Background: an optimization exercise with open tools, aiming at small area. Do not read the settings as production practice. RTL that was checked went through simulation tests only; none was proved equivalent to the original. No activity file was given, so power comes from the tool's default toggle rates.

Setup of the baseline:
==> module mdu_array, before the edit <==
module mdu_array (
    input  logic [31:0] b,       
    input  logic [31:0] a,       
    input  logic [31:0] inj,     
    input  logic        divm,
    input  logic [31:0] z,       
    output logic [31:0] lo,      
    output logic [31:0] hi,      
    output logic [31:0] q        
);
    logic [31:0] xn [0:32];
    logic [31:0] h1, h2;
    assign xn[32] = '0;
    genvar i, k;
    generate
        for (i = 31; i >= 0; i = i - 1) begin : row
            localparam int L = 32 - i;
            logic [31:0] x, y, s;
            logic [32:0] c;
            logic keep, cm;
            assign x = {xn[i+1][30:0], inj[i]};
            assign c[0] = divm;
            for (k = 0; k < L; k = k + 1) begin : dbit
                assign s[k] = x[k] ^ b[k] ^ c[k];
                assign c[k+1] = (x[k] & b[k]) | (c[k] & (x[k] ^ b[k]));
            end
            assign q[i] = divm & z[i] & c[L];
            assign keep = divm ? ~(z[i] & c[L]) : ~a[i];
            if (L < 32) begin : mreg
                assign cm = c[L] & a[i];
                for (k = L; k < 32; k = k + 1) begin : mbit
                    logic ck;
                    assign ck = (k == L) ? cm : c[k];
                    assign y[k] = b[k] & a[i];
                    assign s[k] = x[k] ^ y[k] ^ ck;
                    assign c[k+1] = (x[k] & y[k]) | (ck & (x[k] ^ y[k]));
                end
                assign h1[i] = c[32];
            end else begin : nomreg
                assign h1[i] = c[32] & a[i] & ~divm;
            end
            for (k = 0; k < 32; k = k + 1) begin : nxt
                if (k < L) begin : d
                    assign xn[i][k] = keep ? x[k] : s[k];
                end else begin : m
                    assign xn[i][k] = s[k];
                end
            end
            if (i >= 1) begin : hh
                assign h2[i-1] = xn[i][31];
            end
        end
    endgenerate
    assign h2[31] = 1'b0;
    assign lo = xn[0];
    logic [31:0] hs, hc;
    logic        hs_co;
    rca #(32) u_hs (.a({h1[31:1], 1'b0}), .b(h2), .ci(1'b0), .s(hs), .co(hs_co));
    assign hc[0] = h1[0];
    for (k = 1; k < 32; k = k + 1) begin : inc
        assign hc[k] = hc[k-1] & hs[k-1];
    end
    assign hi = hs ^ hc;
endmodule
==> flow/config.mk <==
export PLATFORM = sky130hd
export DESIGN_NAME = core
export DESIGN_NICKNAME = core
export VERILOG_FILES = /design/flow/design.v
export SDC_FILE = /design/flow/constraint.sdc
export NUM_CORES = 8
export LEC_CHECK = 0
export CAP_MARGIN = 20
export CORE_MARGIN = 2
export CORE_UTILIZATION = 50
export CTS_BUF_LIST = sky130_fd_sc_hd__clkbuf_4
export PLACE_DENSITY = 0.6
export SLEW_MARGIN = 20
==> flow/constraint.sdc <==
create_clock -name core_clock -period 300.0 [get_ports {i_clk}]
set_input_delay 60.0000 -clock core_clock [delete_from_list [all_inputs] [get_ports {i_clk}]]
set_output_delay 60.0000 -clock core_clock [all_outputs]
set_load 0.01 [all_outputs]
standard.sh (not shown) runs the stock make flow with config.mk's settings and CLKGATE_MAP_FILE= SYNTH_SCRIPT=/design/flow/synth_recipe.tcl, a recipe that flattens the netlist after the stock synthesis.
==> flow/flow/run.sh <==
#!/bin/bash
export BUFFER_PORTS_ARGS="-buffer_cell sky130_fd_sc_hd__buf_1"
export CTS_ARGS="-sink_clustering_enable -repair_clock_nets -buf_list sky130_fd_sc_hd__clkbuf_4 -sink_clustering_size 8 -sink_clustering_max_diameter 40 -dont_use_dummy_load"
bash standard.sh > standard_flow.log 2>&1
Setup changes, the baseline to the candidate
--- a/flow/design.v
+++ b/flow/design.v
@@ -51,18 +51,11 @@
             end
         end
     endgenerate
     assign h2[31] = 1'b0;
     assign lo = xn[0];
-    logic [31:0] hs, hc;
-    logic        hs_co;
-    rca #(32) u_hs (.a({h1[31:1], 1'b0}), .b(h2), .ci(1'b0), .s(hs), .co(hs_co));
-    assign hc[0] = h1[0];
-    for (k = 1; k < 32; k = k + 1) begin : inc
-        assign hc[k] = hc[k-1] & hs[k-1];
-    end
-    assign hi = hs ^ hc;
+    assign hi = h1 + h2;
 endmodule
 module prefix_or (
     input  logic [31:0] x,
     output logic [31:0] po
 );
Results
The candidate finished every step from synthesis to the final layout, and the layout passed the timing, design-rule and antenna checks. The total wire length after detailed routing of the candidate was superior to that of the baseline. ~same sequential share of layout area in the baseline and the candidate. The baseline and the candidate ended up with nearly the same clock transition at the registers of the reported paths. Post-route worst setup slack for the candidate is higher than for the baseline. Max achievable clock frequency across the baseline and the candidate: the candidate. The candidate vs the baseline: static power due to leakage down slightly. Number of cells in the design after placement ends up lower on the baseline. Diff the baseline -> the candidate | clock period minus final worst setup slack | decrease of 940 ps. Of the candidate and the baseline, it is the candidate that has the higher number of CTS-inserted buffers. Relative to the baseline, count of buffers not belonging to the clock network in the layout has decreased by 105 in the candidate. [compare] base=the baseline new=the candidate: post-synth net total now sits higher, total met3 wirelength after detailed routing now sits higher.
The RTL of the candidate was laid out without a check of its function.

==> re-timing with driven ports <==
In the flow no input, the clock included, has a driving cell. The finished layouts below were timed again as built, in two steps.
Step 1, drivers: a clkbuf_16 drives i_clk and a buf_2 each remaining input, both assumed.
Step 2 adds t to the input delays and takes it off the output delays; t is the mean of the earliest and latest rising clock arrival at the registers after step 1. Input paths then give back, and output paths get back, about the clock's delay inside the block.
a / b / c = ideal / step 1 / step 2; a / b = the first two.
run	t, ns	setup WS [ns]	hold WS [ns]	worst setup path at the end	clock arrival spread, ns
the baseline	1.297	4.944 / 4.995 / 3.698	0.319 / 0.319 / 0.319	input to register	0.138 / 0.138
the candidate	1.383	5.887 / 5.942 / 4.559	0.298 / 0.298 / 0.298	input to register	0.226 / 0.225
After both steps every run listed still meets setup and hold. The setup slack of the candidate, which loses most, moves by +0.055 ns with the drivers and by -1.328 ns with both steps.
